From an optimization exercise on the open Yosys and OpenROAD flow, aimed at small area; shortcuts taken in it are not production practice.
The RTL was checked by simulation tests, not by an equivalence proof against the original design.

==> harbor <==
Design wavelet_transform, start of the top module:
module wavelet_transform #(
    parameter BITS_PER_ELEM = 8,
    parameter TOTAL_FILTERS = 7,
    parameter SUM_TRUNCATION = 8
) (
    input wire clk,
    input wire rst,
    input wire signed [BITS_PER_ELEM - 1:0] i_value,
    input wire i_data_clk,
    input wire [7:0] i_select_output_channel,
    output wire [SUM_TRUNCATION - 1:0] o_multiplexed_wavelet_out,
    output wire o_active,
    output [8:0] io_oeb
);
==> flow/config.mk <==
export PLATFORM = sky130hd
export DESIGN_NAME = wavelet_transform
export DESIGN_NICKNAME = wavelet_transform
export VERILOG_FILES = /design/flow/design.v
export SDC_FILE = /design/flow/constraint.sdc
export NUM_CORES = 4
export LEC_CHECK = 0
export CAP_MARGIN = 10
export CORE_MARGIN = 2
export CORE_UTILIZATION = 60
export SLEW_MARGIN = 10
==> flow/constraint.sdc <==
create_clock -name core_clock -period 14.0 [get_ports {clk}]
set_input_delay 2.8000 -clock core_clock [delete_from_list [all_inputs] [get_ports {clk}]]
set_output_delay 2.8000 -clock core_clock [all_outputs]
set_load 0.01 [all_outputs]
standard.sh (not shown) runs the stock make flow with config.mk's settings and CLKGATE_MAP_FILE= SYNTH_SCRIPT=/design/flow/synth_recipe.tcl, a recipe that flattens the netlist after the stock synthesis.
==> flow/flow/run.sh <==
#!/bin/bash
# Own flow: the standard synthesis; then fixinv3.py removes the inverters
# synthesis left between cells, mostly around full adders (a full adder is
# self-dual, so some fa cells are flipped to take and give complemented
# signals; some gates are swapped for their inverted-output twins); then
# the standard layout from floorplan to finish on that netlist, with clock
# tree synthesis given the buffer list and sink clustering in flow/cts_args
# and no dummy loads.  Each step's output goes to its own log here.
set -euo pipefail
R=orfs/results/${FLOW_PLATFORM}/wavelet_transform/base
bash standard.sh synth > synth.log 2>&1
cp "$R/1_2_yosys.v" 1_2_yosys.std.v
python3 flow/fixinv3.py 1_2_yosys.std.v "$R/1_2_yosys.v" > fixinv.log 2>&1
rm -f "$R/1_synth.odb" "$R/1_synth.sdc"
CTS="-sink_clustering_enable -repair_clock_nets -dont_use_dummy_load"
if [[ -f flow/cts_args ]]; then CTS="$CTS $(cat flow/cts_args)"; fi
bash standard.sh finish "CTS_ARGS=$CTS" > finish.log 2>&1
==> flow/flow/cts_args <==
-buf_list sky130_fd_sc_hd__clkbuf_4 sky130_fd_sc_hd__clkbuf_8 -sink_clustering_size 15 -sink_clustering_max_diameter 80
Other scripts of this flow, unchanged in this note and not shown: flow/flow/fixinv3.py
==> juniper: changes against harbor <==
==> flow/flow/cts_args (replaced) <==
-buf_list sky130_fd_sc_hd__clkbuf_8 -sink_clustering_size 15 -sink_clustering_max_diameter 80
==> summary.txt <==
Setup path
  • R2R setup slack: 0.45 ns
  • Max incr delay on CP: 0.99 ns
  • CP arrival: 14.08 ns

Die
  • Placement Rows: just over 100

Run status
  • Status: timing/DRC/antenna clean

Finish
  • Fin cells: 4790
  • Reg with most FFs: acc6
  • Filler cells: 6109

Clocking
  • Latest clock arrival within the worst-skew pair: roughly 0.79 ns
# the run above: juniper

==> summary.txt <==
Run status
  • Error msg: [ERROR STA-0564] clock_tree_synthesis positional arguments not supported.
  • Status: stopped before the end
  • Failing step: 4_1_cts

Synthesis
  • Cells after synthesis: 3783
  • Post-Syn Area: 0.04821 mm2
  • Avg Cell Area, Syn: 12.74 um2

Placement
  • Placed Cells: 4728
  • Buffers on Ports: 27
  • Pre-CTS WS: about 0.60 ns

Die
  • Initial Utilization: 60.83%
  • Placement Rows: 103
# the run above: harbor



==> inputs of run a <==
Starting RTL as in the previous note.
Settings: LEC_CHECK=0, CAP_MARGIN=10, CORE_MARGIN=2, CORE_UTILIZATION=70, SLEW_MARGIN=10; clock period 14.0 ns.
Scripts as last shown in full above: flow/flow/run.sh
Other scripts of this flow, unchanged in this note and not shown: flow/flow/cts_args, flow/flow/fixinv3.py
==> run b (differences from run a) <==
--- a/flow/config.mk
+++ b/flow/config.mk
@@ -9,3 +9,3 @@
 export CORE_MARGIN = 2
-export CORE_UTILIZATION = 70
+export CORE_UTILIZATION = 50
 export SLEW_MARGIN = 10
==> summary of the runs <==
- Run b finished clean. Run a ran to the end with violations: max-slew violations.
- Critical path depth: run b is higher than run a (4).
- Global-route usage: run a is higher than run b (12 points).
- Of run b and run a, run a has the higher hold slack (gap 0.057 ns).
- Sequential cell count is the same in run b and run a.
- Clock-buffer cell count: run b is higher than run a (5).
==> figures <==
| metric | run b | run a |
|---|---|---|
| Final Critical Period | 13.44 ns | 13.49 ns |
| Post-Route WL | 148,000 µm | 148,000 µm |
| Share of the final layout cell area in sequential cells | 0.302 | 0.306 |
| GRT Resource Usage Total | 0.306 | 0.430 |
| Die boundary height | 315 µm | 266 µm |
| Ant. Diodes | 1 | 3 |
| Final Wtd Congestion | 1.01 | 1.06 |
| Final net count | 4,803 | 4,783 |
| Run status | finished clean | failed layout checks |
| Layout check failures | - | max-slew violations |
| FMAX | 0.0744 GHz | 0.0741 GHz |
| Met3 track utilization from global routing | 0.0535 | 0.0899 |
| Non-filler cells, final | 5,027 | 4,626 |


==> inputs of build 52 <==
wavelet_transform again, from the RTL that the note above started with.
Settings: LEC_CHECK=0, CAP_MARGIN=10, CORE_MARGIN=2, CORE_UTILIZATION=60, SLEW_MARGIN=10; clock period 14.0 ns.
==> flow/flow/cts_args <==
-buf_list {sky130_fd_sc_hd__clkbuf_4 sky130_fd_sc_hd__clkbuf_8} -sink_clustering_size 15 -sink_clustering_max_diameter 80
Scripts as last shown in full above: flow/flow/run.sh
Other scripts of this flow, unchanged in this note and not shown: flow/flow/fixinv3.py
==> inputs of trial 64, as changes to build 52 <==
==> flow/flow/cts_args (replaced) <==
-buf_list sky130_fd_sc_hd__clkbuf_8 -sink_clustering_size 15 -sink_clustering_max_diameter 80
--- a/flow/config.mk
+++ b/flow/config.mk
@@ -5,7 +5,7 @@
 export SDC_FILE = /design/flow/constraint.sdc
 export NUM_CORES = 4
 export LEC_CHECK = 0
-export CAP_MARGIN = 10
+export CAP_MARGIN = 20
 export CORE_MARGIN = 2
 export CORE_UTILIZATION = 60
-export SLEW_MARGIN = 10
+export SLEW_MARGIN = 20
==> flow_metrics.env <==
export IMPL_status="complete, no violations"
export IMPL_slew_headroom_pct=11.24
export IMPL_antenna_found_initial=3
export IMPL_grtUsageMet3_pct=5.887
export IMPL_max_freq_mhz=73.82
export IMPL_cp_required_ns=14.54
export IMPL_max_slew_worst_pin_slew_ns=1.331
export IMPL_nNetsFinal=4781
export IMPL_finalNonFillerCells=4790
Source of the figures above: build 52

==> flow_metrics.env <==
export IMPL_antenna_found_initial=4
export IMPL_setup_viol=0
export IMPL_finalNonFillerCells=4798
export IMPL_max_slew_worst_pin_slew_ns=1.330
export IMPL_hp_class="reg -> reg"
export IMPL_slew_headroom_pct=11.31
export IMPL_hold_violations=0
export IMPL_regArea_um2=15430
export IMPL_status="complete, no violations"
export IMPL_largest_class="multi-input combinational cells"
export IMPL_cp_required_ns=14.51
export IMPL_max_freq_mhz=74.06
export IMPL_nNetsFinal=4788
Source of the figures above: trial 64

-- re-timing with driven ports --
How much do the figures lean on ideal ports? The routed layouts below were timed once more, with nothing changed but the port constraints. Step 1, drivers: a clkbuf_16 drives clk and a buf_2 each remaining input, both assumed. Step 2 times the ports against the registers' clock, not the clock port: input delays grow and output delays shrink by t, the midpoint of the rising clock arrivals with the driver on. a / b / c = ideal ports / drivers / drivers and shift; a / b = the first two.
run	t (ns)	setup WS [ns]	worst data-port slew with drivers (ns)
juniper	0.787	0.454 / 0.454 / 0.454	0.05
run a	0.776	0.513 / 0.513 / 0.513	0.05
run b	0.772	0.561 / 0.561 / 0.561	0.03
build 52	0.787	0.454 / 0.454 / 0.454	0.05
trial 64	0.742	0.497 / 0.497 / 0.497	0.06
